This design comes from an exercise in tuning for small area and a short achievable clock period on the open sky130 flow, not from production work. Function was checked by simulation only, so behaviour that the tests miss may differ from the original.

**flow/design.v**
```verilog
module m_addr (
        i_A,
        i_B,
        o_C
    );
    parameter N = 16;
    input [N-1:0] i_A, i_B;
    output [N-1:0] o_C;
    assign o_C = {1'b0,i_A} + {1'b0,i_B};
endmodule
module qtwosComp(
        a,
        b
    );
	parameter Q = 15;
	parameter N = 32;
    input [N-2:0] a;
    output [2*N-1:0] b;
	reg [2*N-1:0] data;
	reg [2*N-1:0] flip;
	reg [2*N-1:0] out;
	assign b = out;
	always @(*)
	begin
		data = a;		 
	end
	always @(*)
	begin
		flip = ~a;
	end
	always @(*)
	begin
		out = flip + 1;
	end
endmodule
module qmult(
        a,
        b,
        c
    );
	parameter Q = 15;
	parameter N = 32;
    input [N-1:0] a;
    input [N-1:0] b;
    output [N-1:0] c;
	wire [2*N-1:0] a_ext;
	wire [2*N-1:0] b_ext;
	wire [2*N-1:0] r_ext;
	reg [2*N-1:0] a_mult;
	reg [2*N-1:0] b_mult;
	reg [2*N-1:0] result;
	reg [N-1:0] retVal;
    qtwosComp #(Q,N) comp_a (a[(N-2):0], a_ext);
	qtwosComp #(Q,N) comp_b (b[(N-2):0], b_ext);
	qtwosComp #(Q,N) comp_r (result[N-2+Q:Q], r_ext);
	assign c = retVal;
	always @(*)
	begin
		if(a[N-1] == 1)
			a_mult = a_ext;
		else
			a_mult = a;
		if(b[N-1] == 1)
			b_mult = b_ext;
		else
			b_mult = b;		
	end 
	always @(*)
	begin
		result = a_mult * b_mult;
	end
	always @(*)
	begin		
		if((a[N-1] == 1 && b[N-1] == 0) || (a[N-1] == 0 && b[N-1] == 1)) begin
			retVal[N-1] = 1;
			retVal[N-2:0] = r_ext[N-2:0];
		end
		else begin
			retVal[N-1] = 0;
			retVal[N-2:0] = result[N-2+Q:Q];
		end
	end
endmodule
module m_mult (
        i_A,
        i_B,
        o_C
    );
    parameter N = 16;
    parameter Q = 10;
    input [N-1:0] i_A, i_B;
    output [N-1:0] o_C;
    qmult #(.Q(Q), .N(N)) MULT (
        i_A,
        i_B,
        o_C
    );
endmodule
module mult_piped (
        clk,
        a_in,
        b_in,
        y_out
    );
    parameter N = 16;
    parameter NUM_PIPE_REGS = 2;
    input           clk;     
    input [N-1:0]   a_in, b_in;
    output [N-1:0]  y_out;
    wire [N-1:0]    mult_out;
    assign y_out = mult_out;
    m_mult MULT (
        a_in,
        b_in,
        mult_out
    );
endmodule
module neuron_Tn_mult (
        clk,
        i_input,
        i_synapses,
        o_mult_out
    );
    parameter N = 16;
    parameter Tn = 16;
    input                   clk;
    input [((N*Tn) - 1):0]  i_input;
    input [((N*Tn) - 1):0]  i_synapses;
    output [((N*Tn) - 1):0] o_mult_out;
    genvar i;
    generate
        for(i=0; i<Tn; i=i+1) begin : mult
            mult_piped MULT_PIPE (
                clk,
                i_input[ ((i+1)*N) - 1 : (i*N) ],
                i_synapses[ ((i+1)*N) - 1 : (i*N) ],
                o_mult_out[ ((i+1)*N) - 1 : (i*N) ]
            );
        end
    endgenerate
endmodule  
module nfu_1_pipe_slice (
        clk,
        i_inputs,
        i_synapses,
        o_results    
    );
    parameter N = 16;
    parameter Tn = 1;
    parameter Ti = 16;
    input clk;
    input [((N*Ti) - 1):0] i_inputs;
    input [((N*Ti*Tn) - 1):0] i_synapses;
    output [((N*Ti*Tn) - 1):0] o_results;
    reg [N*Ti - 1:0] i_reg [1:0];
    reg [N*Tn*Ti - 1:0] s_reg [1:0];
    always @(posedge clk) begin
        i_reg[0] <= i_inputs;
        i_reg[1] <= i_reg[0];
        s_reg[0] <= i_synapses;
        s_reg[1] <= s_reg[0];
    end
    genvar i;
    generate
        for(i=0; i<Tn; i=i+1) begin : Tnmult
            neuron_Tn_mult #(.N(N), .Tn(Ti)) M (
                clk,
                i_reg[1],
                s_reg[1][ (i+1)*Tn*Ti*N - 1 : (i*Tn*Ti*N) ],
                o_results [ (i+1)*Tn*Ti*N - 1 : (i*Tn*Ti*N) ]
            );
        end
    endgenerate
endmodule  
module Tn_adder_max_tree_pipe (
        clk,
        i_nfu1,          
        i_nbout,         
        i_op,
        o_results
    );
    parameter N     = 16;
    parameter Tn    = 1;
    parameter Ti    = 16;
    parameter N_OPS = 1;
    input                           clk;
    input [N_OPS-1:0]               i_op;
    input [(N*Ti)-1:0]           i_nfu1;    
    input [N-1:0]                   i_nbout;      
    output [N-1:0]                  o_results;
    wire [ (Ti*N/2)-1 : 0 ]        level_0_addr_out;     
    wire [ (Ti*N/4)-1 : 0 ]        level_1_addr_out;     
    wire [ (Ti*N/8)-1 : 0 ]        level_2_addr_out;     
    wire [ (Ti*N/16)-1 : 0 ]       level_3_addr_out;     
    wire [ (Ti*N/2)-1 : 0 ]        level_0_max_out;     
    wire [ (Ti*N/4)-1 : 0 ]        level_1_max_out;     
    wire [ (Ti*N/8)-1 : 0 ]        level_2_max_out;     
    wire [ (Ti*N/16)-1 : 0 ]       level_3_max_out;     
    wire [ (N-1) : 0 ]              partial_sum_out;  
    wire [ (N-1) : 0 ]              partial_max_out;  
    reg [ (Ti*N/4)-1 : 0 ]         level_1_reg;     
    wire [ (Ti*N/4)-1 : 0 ]        op_to_reg;
    assign o_results = (i_op) ? (partial_max_out) : (partial_sum_out);
    assign op_to_reg = (i_op) ? (level_1_max_out) : (level_1_addr_out);
    always @(posedge clk) begin
        level_1_reg <= op_to_reg;
    end
    adder_array #(.W(8), .N(16)) L0_A (i_nfu1, level_0_addr_out);
    adder_array #(.W(4), .N(16)) L1_A (level_0_addr_out, level_1_addr_out);  
    adder_array #(.W(2), .N(16)) L2_A (level_1_reg, level_2_addr_out);  
    adder_array #(.W(1), .N(16)) L3_A (level_2_addr_out, level_3_addr_out); 
    m_addr L4_A (level_3_addr_out, i_nbout, partial_sum_out);
    max_array #(.W(8), .N(16)) L0_M (i_nfu1, level_0_max_out);
    max_array #(.W(4), .N(16)) L1_M (level_0_max_out, level_1_max_out);  
    max_array #(.W(2), .N(16)) L2_M (level_1_reg, level_2_max_out);  
    max_array #(.W(1), .N(16)) L3_M (level_2_max_out, level_3_max_out); 
    max_op L4_M (level_3_max_out, i_nbout, partial_max_out);
endmodule 
module adder_array (
        i_vals,
        o_res
    );
    parameter W = 8;
    parameter N = 16;
    input   [(2*W*N) - 1 : 0] i_vals;
    output  [(W*N) - 1 : 0]   o_res;
    genvar j;
    generate
        for(j=0; j<W; j=j+1) begin : adder_array
            m_addr ADD_ARRAY (
                    i_vals  [ ((2*j)+1)*N - 1 : (2*j)*N       ],
                    i_vals  [ ((2*j)+2)*N - 1 : ((2*j)+1)*N   ],
                    o_res   [ (j+1)*N - 1     : j*N           ]
            );
        end
    endgenerate
endmodule
module max_array(
        i_vals,
        o_res
    );
    parameter W = 8;
    parameter N = 16;
    input   [(2*W*N) - 1 : 0] i_vals;
    output  [(W*N) - 1 : 0]   o_res;
    genvar j;
    generate
        for(j=0; j<W; j=j+1) begin : adder_array
            max_op MAX_ARRAY (
                    i_vals  [ ((2*j)+1)*N - 1 : (2*j)*N     ],
                    i_vals  [ ((2*j)+2)*N - 1 : ((2*j)+1)*N ],
                    o_res   [ (j+1)*N - 1     : j*N         ]
            ); 
        end
    endgenerate
endmodule
module max_op (
        i_A,
        i_B,
        o_C
    );
    parameter N = 16;
    input   [N-1:0]     i_A, i_B;
    output  [N-1:0]     o_C;
    assign o_C = (i_A > i_B) ? (i_A) : (i_B);
endmodule    
module nfu_2_pipe_vMAX_slice (
        clk,
        i_nfu1_out,
        i_nbout,
        i_op,
        o_nfu2_out
    );
    parameter N     = 16;
    parameter Tn    = 1;
    parameter Ti    = 16;
    parameter N_OPS = 1;
    input clk;
    input [N_OPS-1:0]               i_op;
    input [ ((N*Tn*Ti) - 1) : 0 ]   i_nfu1_out;
    input [ ((N*Tn) - 1) : 0 ]      i_nbout;
    output [ ((N*Tn) - 1) : 0 ]     o_nfu2_out;
    genvar i;
    generate
        for(i=0; i<Tn; i=i+1) begin : ADDER_MAX_TREES
            Tn_adder_max_tree_pipe T (
                clk,
                i_nfu1_out[ ((i+1)*Ti*N) - 1 : (i*Ti*N) ],
                i_nbout   [ ((i+1)*N) - 1    : (i*N) ],
                i_op,
                o_nfu2_out[ ((i+1)*N) - 1    : (i*N) ]
            );
        end
    endgenerate
endmodule  
module top_diannao_node_vMAX (
        clk,                     
        i_inputs,                
        i_synapses,              
        i_op,                    
        i_nbout,                 
        i_load,
        o_to_edram
    );
    parameter N             = 16;
    parameter Tn            = 1;
    parameter Ti            = 16;
    parameter ADDR_WIDTH    = 6;
    parameter N_OPS         = 1;
    input                       clk;
    input [((N*Ti) - 1):0]      i_inputs;
    input [((N*Tn*Ti) - 1):0]   i_synapses;
    input                       i_load;
    input [N_OPS-1:0]           i_op;                    
    input [((N*Tn) - 1):0]     i_nbout;
    output [((N*Tn) - 1):0]     o_to_edram;
    wire [((N*Tn*Ti) - 1):0]    nfu1_out;
    wire [ (N*Tn) - 1 : 0 ]     nfu2_out;
    reg [((N*Ti*Tn) - 1):0]     nfu1_nfu2_pipe_reg;
    reg [ (N*Tn) - 1 : 0 ]      nfu2_nfu3_pipe_reg;
    assign o_to_edram       = nfu2_nfu3_pipe_reg;
    nfu_1_pipe_slice n1( 
        clk, 
        i_inputs,   
        i_synapses,  
        nfu1_out     
    );
    nfu_2_pipe_vMAX_slice n2(
        clk, 
        nfu1_nfu2_pipe_reg,  
        nfu2_nfu3_pipe_reg,  
        i_op,
        nfu2_out  
    );
    always @(posedge clk) begin
        nfu1_nfu2_pipe_reg      <= nfu1_out;
        if (i_load) 
          nfu2_nfu3_pipe_reg      <= nfu2_out;
        else
          nfu2_nfu3_pipe_reg      <= i_nbout;
    end
endmodule
```
**flow/run.sh**
```bash
#!/bin/bash
# synth_recipe.tcl (not shown) runs the flow's synth.tcl, then flattens the netlist and writes it again
# the make line also repeats each setting of config.mk as NAME=value (left out here)
make -C /OpenROAD-flow-scripts/flow DESIGN_CONFIG=/design/flow/config.mk WORK_HOME=/design/flow/orfs CLKGATE_MAP_FILE= SYNTH_SCRIPT=/design/flow/synth_recipe.tcl finish
```
**flow/config.mk**
```make
export PLATFORM = sky130hd
export DESIGN_NAME = top_diannao_node_vMAX
export DESIGN_NICKNAME = top_diannao_node_vMAX
export VERILOG_FILES = /design/flow/design.v
export SDC_FILE = /design/flow/constraint.sdc
export NUM_CORES = 8
export LEC_CHECK = 0
export CAP_MARGIN = 20
export CORE_MARGIN = 2
export CORE_UTILIZATION = 40
export SLEW_MARGIN = 20
```
**flow/constraint.sdc**
```tcl
create_clock -name core_clock -period 12.0 [get_ports {clk}]
set_input_delay 2.4000 -clock core_clock [delete_from_list [all_inputs] [get_ports {clk}]]
set_output_delay 2.4000 -clock core_clock [all_outputs]
set_load 0.01 [all_outputs]
```
==> results.txt <==
kinds of logic (layout without fill, tap and decap cells):
logic type,Yosys count,count (layout),share of synthesized area
buf+inv,6319,7045,0.114
simple gates,6294,6294,0.130
fa+ha+maj,5664,5664,0.479
xor+xnor,1922,1922,0.0816
compound gates,1645,1645,0.0520
flops,1360,1360,0.131
mux,258,258,0.0128
other cells,0,19,0
layer usage:
metal / vias to the layer above / share of wire / global-route usage
met5: - / 0.000058 / 0
met2: 4611 / 0.48 / 0.382
met4: 4 / 0.048 / 0.0930
met3: 1019 / 0.061 / 0.0280
met1: 77179 / 0.41 / 0.290
li1: 71087 / - / -
per-stage QoR:
stage | setup WS [ps] | hold WS (ps) | instances | area [sq um]
final | 2180 | 302 | 31149 | 231000
after CTS | 2230 | 291 | 31127 | 230000
after global routing | 1580 | 309 | 31142 | 231000
after floorplan | 2990 | 310 | 23462 | 209000
after detailed placement | 2310 | 312 | 30830 | 225000
after global placement | 2350 | 311 | 30829 | 225000
layout by cell type, fill, tap and decap left out, types with 23 or more instances in the layout:
cell and n:
mux2i_1 187, o41ai_1 51, nor3_1 116, and3_1 38
nand4_1 74, nor2b_1 85, dfxtp_1 1344, or2_2 68
nor4_1 43, nand2_1 2729, nor3b_1 29, o21ai_0 383
buf_4 495, clkdlybuf4s50_1 545, a21o_1 150, nor2_1 2212
nand2b_1 130, xor2_2 24, clkbuf_16 166, inv_1 5696
or3_1 99, a21boi_0 23, mux2_2 64, a21oi_1 331
ha_1 1788, o31ai_1 148, o21a_1 138, and2_1 388
xnor2_2 53, xor2_1 504, a211oi_1 27, o22ai_1 27
xnor2_1 1330, nand3_1 128, o31a_1 38, a31oi_1 52
or4_1 65, fa_1 3876, o21ai_1 46
worst paths after layout:
check                  startpoint                     end  slack (ps)  cells past startpoint
setup / recovery  n1.s_reg[1][32]  nfu1_nfu2_pipe_reg[46]        2180                     27
hold / removal    n1.i_reg[0][71]         n1.i_reg[1][71]         300                      0
setup reg to reg  n1.s_reg[1][32]  nfu1_nfu2_pipe_reg[46]        2180                     27
hold reg to reg   n1.i_reg[0][71]         n1.i_reg[1][71]         300                      0
final cells by class:
class                      count  share of cell area
timing repair buffer        1040              0.0398
inverter                    5708              0.0929
multi-input combinational  15783               0.686
sequential                  1360               0.119
antenna                       19            0.000206
clock inverter                91             0.00512
tap                         6942              0.0377
clock buffer                 206              0.0196
==> report_table.html <==
<table>
<tr><th>Metric</th><th>Value</th></tr>
<tr><th colspan="2">Outcome</th></tr>
<tr><td>Run status</td><td>no timing/DRC/antenna violations</td></tr>
<tr><th colspan="2">Logic synthesis</th></tr>
<tr><td>Mapped cell area</td><td>209,000 sq um</td></tr>
<tr><td>Sequential element share of the synthesized area</td><td>0.131</td></tr>
<tr><td>Mapped Cells</td><td>23.5k</td></tr>
<tr><td>Share of synthesized flip-flops with an asynchronous set or reset</td><td>0</td></tr>
<tr><td>Post-Syn Nets</td><td>just under 30k</td></tr>
<tr><td>Number of flops mapped to enable cells by yosys</td><td>16</td></tr>
<tr><td>Synth top cells by count</td><td>inv_1, fa_1, nand2_1</td></tr>
<tr><td>Seq cells post-synth</td><td>1,360</td></tr>
<tr><td>Leading cell types by total area after synthesis</td><td>fa_1, dfxtp_1, ha_1</td></tr>
<tr><td>Top cell type's share of synthesized area</td><td>0.372</td></tr>
<tr><td>Most used standard cell by instance count after synthesis</td><td>inv_1</td></tr>
<tr><td>Unique cell type count in the Yosys netlist</td><td>105</td></tr>
<tr><td>Most frequently used flop master after synthesis</td><td>dfxtp_1</td></tr>
<tr><td>Post-synth top area cell</td><td>fa_1</td></tr>
<tr><td>Ys Warns</td><td>9</td></tr>
<tr><td>Post-Syn Area per Cell</td><td>slightly below 9 sq um</td></tr>
<tr><th colspan="2">Clock tree</th></tr>
<tr><td>H-tree lvl count</td><td>4</td></tr>
<tr><td># Post-CTS Setup Buffers</td><td>0</td></tr>
<tr><td>CTS sink count</td><td>around 1.4k</td></tr>
<tr><td>Clock latency on the worst-skew pair</td><td>between 900 and 1000 ps</td></tr>
<tr><td>Hold buffer count at CTS</td><td>0</td></tr>
<tr><td>CTS Buf Count</td><td>about 170</td></tr>
<tr><td>Root buf cell</td><td>clkbuf_16</td></tr>
<tr><td>Number of gates resized after CTS</td><td>0</td></tr>
<tr><td>TritonCTS clock tree</td><td>built</td></tr>
<tr><td>Clock-pin slew on the worst setup and hold paths</td><td>approximately 60 ps</td></tr>
<tr><td>Clock Path Buffers</td><td>4</td></tr>
<tr><th colspan="2">Die</th></tr>
<tr><td>Die height</td><td>726 um</td></tr>
<tr><td>Area of the die</td><td>between 500,000 and 600,000 sq um</td></tr>
<tr><td>Number of top-level pins</td><td>547</td></tr>
<tr><td>Cell Rows</td><td>265</td></tr>
<tr><td>Starting density of the core</td><td>0.401</td></tr>
<tr><td>Horizontal die dimension</td><td>between 700 and 800 um</td></tr>
<tr><td>Core area</td><td>between 500,000 and 600,000 sq um</td></tr>
<tr><th colspan="2">Setup path</th></tr>
<tr><td>Critical Path Most Common Cell</td><td>fa_1</td></tr>
<tr><td>Crit path max-delay family</td><td>adder cells</td></tr>
<tr><td>CP Max Fanout</td><td>15</td></tr>
<tr><td>Largest stage delay on the critical path</td><td>roughly 850 ps</td></tr>
<tr><td>Critical path capture point type</td><td>flop</td></tr>
<tr><td>Slowest CP cell</td><td>dfxtp_1</td></tr>
<tr><td>Critical path startpoint category</td><td>flop</td></tr>
<tr><td>Crit Path Class</td><td>reg -&gt; reg</td></tr>
<tr><td>Critical path required time</td><td>12,790 ps</td></tr>
<tr><td>Worst EP arrival</td><td>10,610 ps</td></tr>
<tr><td>Buf/Inv on CP</td><td>4</td></tr>
<tr><th colspan="2">Global route</th></tr>
<tr><td>Largest net degree at the start of global routing</td><td>51</td></tr>
<tr><td>Via count of the first global-routing pass</td><td>164k</td></tr>
<tr><td>Antenna violations before repair</td><td>29</td></tr>
<tr><td>Overflow left after global routing</td><td>0</td></tr>
<tr><td>All-Layer GR Usage</td><td>0.225</td></tr>
<tr><td>First-pass GRT wire length</td><td>a little over 900,000 um</td></tr>
<tr><th colspan="2">Route</th></tr>
<tr><td>Number of remaining DRC errors</td><td>0</td></tr>
<tr><td>Mean routed wirelength per cell</td><td>18.8 um</td></tr>
<tr><td>Vias</td><td>approximately 150k</td></tr>
<tr><td>Number of vias per cell after detailed routing</td><td>just under 5</td></tr>
<tr><td>First-pass iteration count of the detailed router</td><td>6</td></tr>
<tr><td>Antenna violation net count after detailed routing</td><td>0</td></tr>
<tr><td>Final wirelength</td><td>slightly below 600,000 um</td></tr>
<tr><td>Initial detailed-routing violation count</td><td>9,409</td></tr>
<tr><th colspan="2">Final layout</th></tr>
<tr><td>Register Area</td><td>between 20,000 and 30,000 sq um</td></tr>
<tr><td>Filler cell count</td><td>50.8k</td></tr>
<tr><td>Share of cells above drive strength 1</td><td>0.0438</td></tr>
<tr><td>Fin nets</td><td>between 30k and 40k</td></tr>
<tr><td>Total area of multi-input combinational cells</td><td>158,000 sq um</td></tr>
<tr><td>Area Growth Syn to Fin</td><td>10.5%</td></tr>
<tr><td>Final Util</td><td>0.443</td></tr>
<tr><th colspan="2">STA</th></tr>
<tr><td>Crit path time final</td><td>9820 ps</td></tr>
<tr><td>Fin Setup TNS</td><td>0 ps</td></tr>
<tr><td>Part of the cycle the worst path needs</td><td>0.818</td></tr>
<tr><td>RSZ-0062 raised after global routing</td><td>false</td></tr>
<tr><td>Final Skew</td><td>51.7 ps</td></tr>
<tr><td>Pins over their slew limit</td><td>0</td></tr>
<tr><td>Number of setup violations in the final report</td><td>0</td></tr>
<tr><td>Highest achievable clock rate</td><td>approximately 0.1 GHz</td></tr>
<tr><td>Slew at the pin closest to its max-slew limit</td><td>1230 ps</td></tr>
<tr><td>Worst-case headroom to the max-slew limit</td><td>0.174</td></tr>
<tr><td>Count of endpoints failing hold in the final timing report</td><td>0</td></tr>
<tr><th colspan="2">Placed design</th></tr>
<tr><td>Final GP Congestion</td><td>about 0.96</td></tr>
<tr><td>Estimated wirelength of the detail-placed design</td><td>between 400,000 and 500,000 um</td></tr>
<tr><td>Port Buf Inserts</td><td>about 550</td></tr>
<tr><th colspan="2">Worst hold path</th></tr>
<tr><td>HP Class</td><td>reg -&gt; reg</td></tr>
<tr><th colspan="2">Job</th></tr>
<tr><td>Max capacitance violation total</td><td>0</td></tr>
</table>

[afterwards: timing with drivers on the ports]
The flow's constraints put no driver on any port. The routed layout listed below was extracted and timed again, unchanged, in two steps.
Step 1 assumes that a clkbuf_16 drives the clock port and a buf_2 every other input.
Step 2 adds t to the input delays and takes it off the output delays; t is the mean of the earliest and latest rising clock arrival at the registers after step 1. Input paths then give back, and output paths get back, about the clock's delay inside the block.
Slacks: ideal ports / drivers / drivers and shift; pairs: ideal ports / drivers.
t (ns): 1.012
slack for setup (ns): 2.178 / 2.178 / 2.178
worst hold slack (ns): 0.302 / 0.302 / 0.302
latest minus earliest clock arrival (ns): 0.057 / 0.058
cell pins on the clock port's net: 1
After both steps setup and hold are still met in this run. The setup slack of this run moves by 0.000 ns with the drivers and by 0.000 ns with both steps.
